Context: an optimization exercise on an open-source flow, tuned for small area and a short achievable clock period. The choices shown serve that exercise and are no tape-out recipe.
Only simulation tests tie the RTL to the original design; equivalence was not proved.
No driver is modelled on the clock port, so clock power and skew are understated where the tree is cut down; a real chip needs a root buffer or a tree.
No activity file was given, so power comes from the tool's default toggle rates.

==> try-yarrow <==
==> flow/design.v (excerpt) <==
module lightpipe_recv(
    input mclk,
    input rst,
    input adat,
    output reg wclk,
    output reg [23:0] word0,
    output reg [23:0] word1,
    output reg [23:0] word2,
    output reg [23:0] word3,
    output reg [23:0] word4,
    output reg [23:0] word5,
    output reg [23:0] word6,
    output reg [23:0] word7,
    output reg [3:0] user
);
reg reset_d, reset_dd;
reg in_d, in_dd, in_ddd, in_dddd;
reg [5:0] accum;
reg dbit;
wire transition = in_dddd ^ in_ddd;
wire strobe = accum[1] & accum[0];
always @(posedge mclk) begin
    reset_d <= ~rst;
    reset_dd <= reset_d;
end
always @(posedge mclk)
    if (reset_dd) {in_d, in_dd, in_ddd, in_dddd} <= 4'b0;
    else {in_d, in_dd, in_ddd, in_dddd} <= {adat, in_d, in_dd, in_ddd};
always @(posedge mclk)
    if (reset_dd || transition) accum <= 6'd0;
    else accum <= accum + 6'd1;
always @(posedge mclk)
    if (reset_dd) dbit <= 1'b0;
    else if (transition) dbit <= 1'b1;
    else if (accum == 6'd4) dbit <= 1'b0;
reg [7:0] framebit;
reg nloss_d;
reg [29:1] sr;
  ...
export LEC_CHECK = 0
export CAP_MARGIN = 20
export CORE_MARGIN = 2
export CORE_UTILIZATION = 55
export PLACE_DENSITY = 0.7
export SETUP_SLACK_MARGIN = 1.5
export SLEW_MARGIN = 20
export SYNTH_HIERARCHICAL = 1
create_clock -name core_clock -period 3.0 [get_ports {mclk}]
standard.sh (not shown) runs the stock make flow with config.mk's settings and CLKGATE_MAP_FILE= SYNTH_SCRIPT=/design/flow/synth_recipe.tcl, a recipe that flattens the netlist after the stock synthesis.
==> flow/flow/run.sh <==
#!/bin/bash
# Standard synthesis and layout (standard.sh), except: the ports are buffered
# by the smallest buffer, and the clock tree is a two-level tree built by
# flow/cts.tcl (settings in flow/cts.env).
set -euo pipefail
HERE=$(pwd)
export BUFFER_PORTS_ARGS="-buffer_cell sky130_fd_sc_hd__buf_1"
export PRE_CTS_TCL=$HERE/flow/cts.tcl
export CLOCK_PORT=mclk
source $HERE/flow/cts.env
bash standard.sh > make.log 2>&1
==> flow/flow/cts.env <==
export ROOT_BUF=sky130_fd_sc_hd__clkbuf_16
export LEAF_BUF=sky130_fd_sc_hd__clkbuf_16
export ROOT_COUNT=4
export LEAF_SINKS=32
==> flow/flow/cts.tcl <==
# Clock tree built here in place of TritonCTS: the clock port drives a few
# root buffers, each of which drives leaf buffers, one per cluster of
# flip-flops (k-means on their placed positions). Sourced by ORFS's cts.tcl
# as PRE_CTS_TCL; it then does what the rest of cts.tcl does and writes the
# CTS results itself.

proc kmeans {pts k} {
  # pts: list of {x y}; returns list of cluster index per point
  set n [llength $pts]
  set sorted [lsort -real -index 0 [lmap p $pts {set p}]]
  set cx {}; set cy {}
  for {set i 0} {$i < $k} {incr i} {
    set s [lindex $sorted [expr {int(($i + 0.5) * $n / $k)}]]
    lappend cx [lindex $s 0]; lappend cy [lindex $s 1]
  }
  for {set iter 0} {$iter < 60} {incr iter} {
    set assign {}
    foreach p $pts {
      set best 0; set bd 1e30
      for {set i 0} {$i < $k} {incr i} {
        set d [expr {abs([lindex $p 0] - [lindex $cx $i]) + abs([lindex $p 1] - [lindex $cy $i])}]
        if {$d < $bd} { set bd $d; set best $i }
      }
      lappend assign $best
    }
    set sx [lrepeat $k 0.0]; set sy [lrepeat $k 0.0]; set sc [lrepeat $k 0]
    foreach p $pts a $assign {
      lset sx $a [expr {[lindex $sx $a] + [lindex $p 0]}]
      lset sy $a [expr {[lindex $sy $a] + [lindex $p 1]}]
      lset sc $a [expr {[lindex $sc $a] + 1}]
    }
    for {set i 0} {$i < $k} {incr i} {
      if {[lindex $sc $i] > 0} {
        lset cx $i [expr {[lindex $sx $i] / [lindex $sc $i]}]
        lset cy $i [expr {[lindex $sy $i] / [lindex $sc $i]}]
      }
    }
  }
  return [list $assign $cx $cy $sc]
}

set db [ord::get_db]
set block [ord::get_db_block]
set clkport [$block findBTerm $::env(CLOCK_PORT)]
set clknet [$clkport getNet]
set leaf_master [$db findMaster $::env(LEAF_BUF)]
set root_master [$db findMaster $::env(ROOT_BUF)]
set nroot $::env(ROOT_COUNT)

set sinks {}; set pts {}
foreach it [$clknet getITerms] {
  set bb [[$it getInst] getBBox]
  lappend sinks $it
  lappend pts [list [expr {([$bb xMin] + [$bb xMax]) / 2.0}] [expr {([$bb yMin] + [$bb yMax]) / 2.0}]]
}
set n [llength $sinks]
set k [expr {int(ceil(double($n) / $::env(LEAF_SINKS)))}]
lassign [kmeans $pts $k] assign cx cy sc
puts "custom cts: $n sinks, $k leaf clusters, sizes $sc"

set leaves {}; set lpts {}
for {set i 0} {$i < $k} {incr i} {
  if {[lindex $sc $i] == 0} { lappend leaves {}; continue }
  lappend leaves $i
  lappend lpts [list [lindex $cx $i] [lindex $cy $i]]
}
lassign [kmeans $lpts $nroot] rassign rcx rcy rsc
puts "custom cts: $nroot root clusters, sizes $rsc"

set rootnets {}
for {set r 0} {$r < $nroot} {incr r} {
  if {[lindex $rsc $r] == 0} { lappend rootnets {}; continue }
  set b [odb::dbInst_create $block $root_master clkbuf_root_$r]
  $b setLocation [expr {int([lindex $rcx $r])}] [expr {int([lindex $rcy $r])}]
  $b setPlacementStatus PLACED
  set net [odb::dbNet_create $block clknet_root_$r]
  $net setSigType CLOCK
  [$b findITerm A] connect $clknet
  [$b findITerm X] connect $net
  lappend rootnets $net
}
set leafnet [dict create]
foreach i $leaves r $rassign {
  set b [odb::dbInst_create $block $leaf_master clkbuf_leaf_$i]
  $b setLocation [expr {int([lindex $cx $i])}] [expr {int([lindex $cy $i])}]
  $b setPlacementStatus PLACED
  set net [odb::dbNet_create $block clknet_leaf_$i]
  $net setSigType CLOCK
  [$b findITerm A] connect [lindex $rootnets $r]
  [$b findITerm X] connect $net
  dict set leafnet $i $net
}
foreach it $sinks a $assign {
  set inst [$it getInst]
  set dt [$inst isDoNotTouch]
  $inst setDoNotTouch 0
  $it disconnect
  $it connect [dict get $leafnet $a]
  $inst setDoNotTouch $dt
}

set_propagated_clock [all_clocks]
set_placement_padding -global \
  -left $::env(CELL_PAD_IN_SITES_DETAIL_PLACEMENT) \
  -right $::env(CELL_PAD_IN_SITES_DETAIL_PLACEMENT)
detailed_placement
log_cmd estimate_parasitics -placement
report_clock_skew
report_clock_latency

repair_timing_helper
detailed_placement
check_placement -verbose
report_metrics 4 "cts final"
orfs_write_db $::env(RESULTS_DIR)/4_1_cts.odb
orfs_write_sdc $::env(RESULTS_DIR)/4_cts.sdc
exit
==> inputs of try-umber, as changes to try-yarrow <==
==> flow/flow/cts.env (replaced) <==
export ROOT_BUF=sky130_fd_sc_hd__clkbuf_16
export LEAF_BUF=sky130_fd_sc_hd__clkbuf_16
export ROOT_COUNT=4
export LEAF_SINKS=26
SETUP_SLACK_MARGIN = 1.42   (was 1.5)
==> inputs of try-harbor, as changes to try-yarrow <==
==> flow/flow/cts.env (replaced) <==
export ROOT_BUF=sky130_fd_sc_hd__inv_16
export LEAF_BUF=sky130_fd_sc_hd__inv_16
export ROOT_COUNT=4
export LEAF_SINKS=26
--- a/flow/flow/cts.tcl
+++ b/flow/flow/cts.tcl
@@ -1,6 +1,7 @@
 # Clock tree built here in place of TritonCTS: the clock port drives a few
-# root buffers, each of which drives leaf buffers, one per cluster of
-# flip-flops (k-means on their placed positions). Sourced by ORFS's cts.tcl
+# root buffers (or inverters), each of which drives leaf buffers (or
+# inverters), one per cluster of flip-flops (k-means on their placed
+# positions). With inverters at both levels the clock keeps its polarity. Sourced by ORFS's cts.tcl
 # as PRE_CTS_TCL; it then does what the rest of cts.tcl does and writes the
 # CTS results itself.
 
@@ -46,6 +47,18 @@
 set leaf_master [$db findMaster $::env(LEAF_BUF)]
 set root_master [$db findMaster $::env(ROOT_BUF)]
 set nroot $::env(ROOT_COUNT)
+proc out_pin {master} {
+  foreach mt [$master getMTerms] {
+    if {[$mt getSigType] == "SIGNAL" && [$mt getIoType] == "OUTPUT"} { return [$mt getName] }
+  }
+}
+proc in_pin {master} {
+  foreach mt [$master getMTerms] {
+    if {[$mt getSigType] == "SIGNAL" && [$mt getIoType] == "INPUT"} { return [$mt getName] }
+  }
+}
+set root_in [in_pin $root_master]; set root_out [out_pin $root_master]
+set leaf_in [in_pin $leaf_master]; set leaf_out [out_pin $leaf_master]
 
 set sinks {}; set pts {}
 foreach it [$clknet getITerms] {
@@ -75,8 +88,8 @@
   $b setPlacementStatus PLACED
   set net [odb::dbNet_create $block clknet_root_$r]
   $net setSigType CLOCK
-  [$b findITerm A] connect $clknet
-  [$b findITerm X] connect $net
+  [$b findITerm $root_in] connect $clknet
+  [$b findITerm $root_out] connect $net
   lappend rootnets $net
 }
 set leafnet [dict create]
@@ -86,8 +99,8 @@
   $b setPlacementStatus PLACED
   set net [odb::dbNet_create $block clknet_leaf_$i]
   $net setSigType CLOCK
-  [$b findITerm A] connect [lindex $rootnets $r]
-  [$b findITerm X] connect $net
+  [$b findITerm $leaf_in] connect [lindex $rootnets $r]
+  [$b findITerm $leaf_out] connect $net
   dict set leafnet $i $net
 }
 foreach it $sinks a $assign {
==> notes <==
- try-harbor ran to the end with no violations. try-umber went through all stages and came out clean. try-yarrow passed the timing, DRC and antenna checks.
- First-iteration DRC count, lowest first: try-umber, try-yarrow, try-harbor.
- The lowest clock power belongs to try-harbor, the highest to try-umber.
- Between try-harbor and try-umber, the lower critical path depth is in try-umber (gap 6).
- Of try-yarrow and try-umber, try-umber has the higher cell count (gap about 0.3%, measured against try-umber).
- Flip-flop and latch count is the same in try-harbor and try-yarrow.
- Sequential power is about the same in try-umber and try-harbor.
- Worst hold slack, highest first: try-umber, try-harbor, try-yarrow.
- Against try-harbor, the design area of try-yarrow is lower by 2.3%.
In every run of this note, the design's own scripts or RTL, not TritonCTS, make the clock network.

==> afterwards: timing with drivers on the ports <==
Ports are ideal in the flow. The routed layouts listed here were re-timed in OpenROAD.
Step 1 (the two cells are an assumption about what drives the block):
set clk [get_ports {mclk}]
set_driving_cell -lib_cell sky130_fd_sc_hd__clkbuf_16 $clk
set_driving_cell -lib_cell sky130_fd_sc_hd__buf_2 [delete_from_list [all_inputs] $clk]
Step 2, shift: input delay + t, output delay - t, t = (earliest + latest rising clock arrival at the registers) / 2. This alone moves slack from input paths to output paths.
a / b / c = ideal ports / drivers / drivers and shift; a / b = the first two.
| run | t, ns | setup slack, ns | worst slew at a driven data input, ns | cell pins on the clock port's net |
|---|---|---|---|---|
| try-yarrow | 0.384 | 1.532 / 1.446 / 1.201 | 0.05 | 4 |
| try-umber | 0.393 | 1.496 / 1.402 / 1.195 | 0.04 | 4 |
| try-harbor | 0.319 | 1.515 / 1.485 / 1.265 | 0.15 | 4 |
After both steps every run listed still meets setup and hold. The setup slack of try-yarrow, which loses most, moves by -0.086 ns with the drivers and by -0.331 ns with both steps.
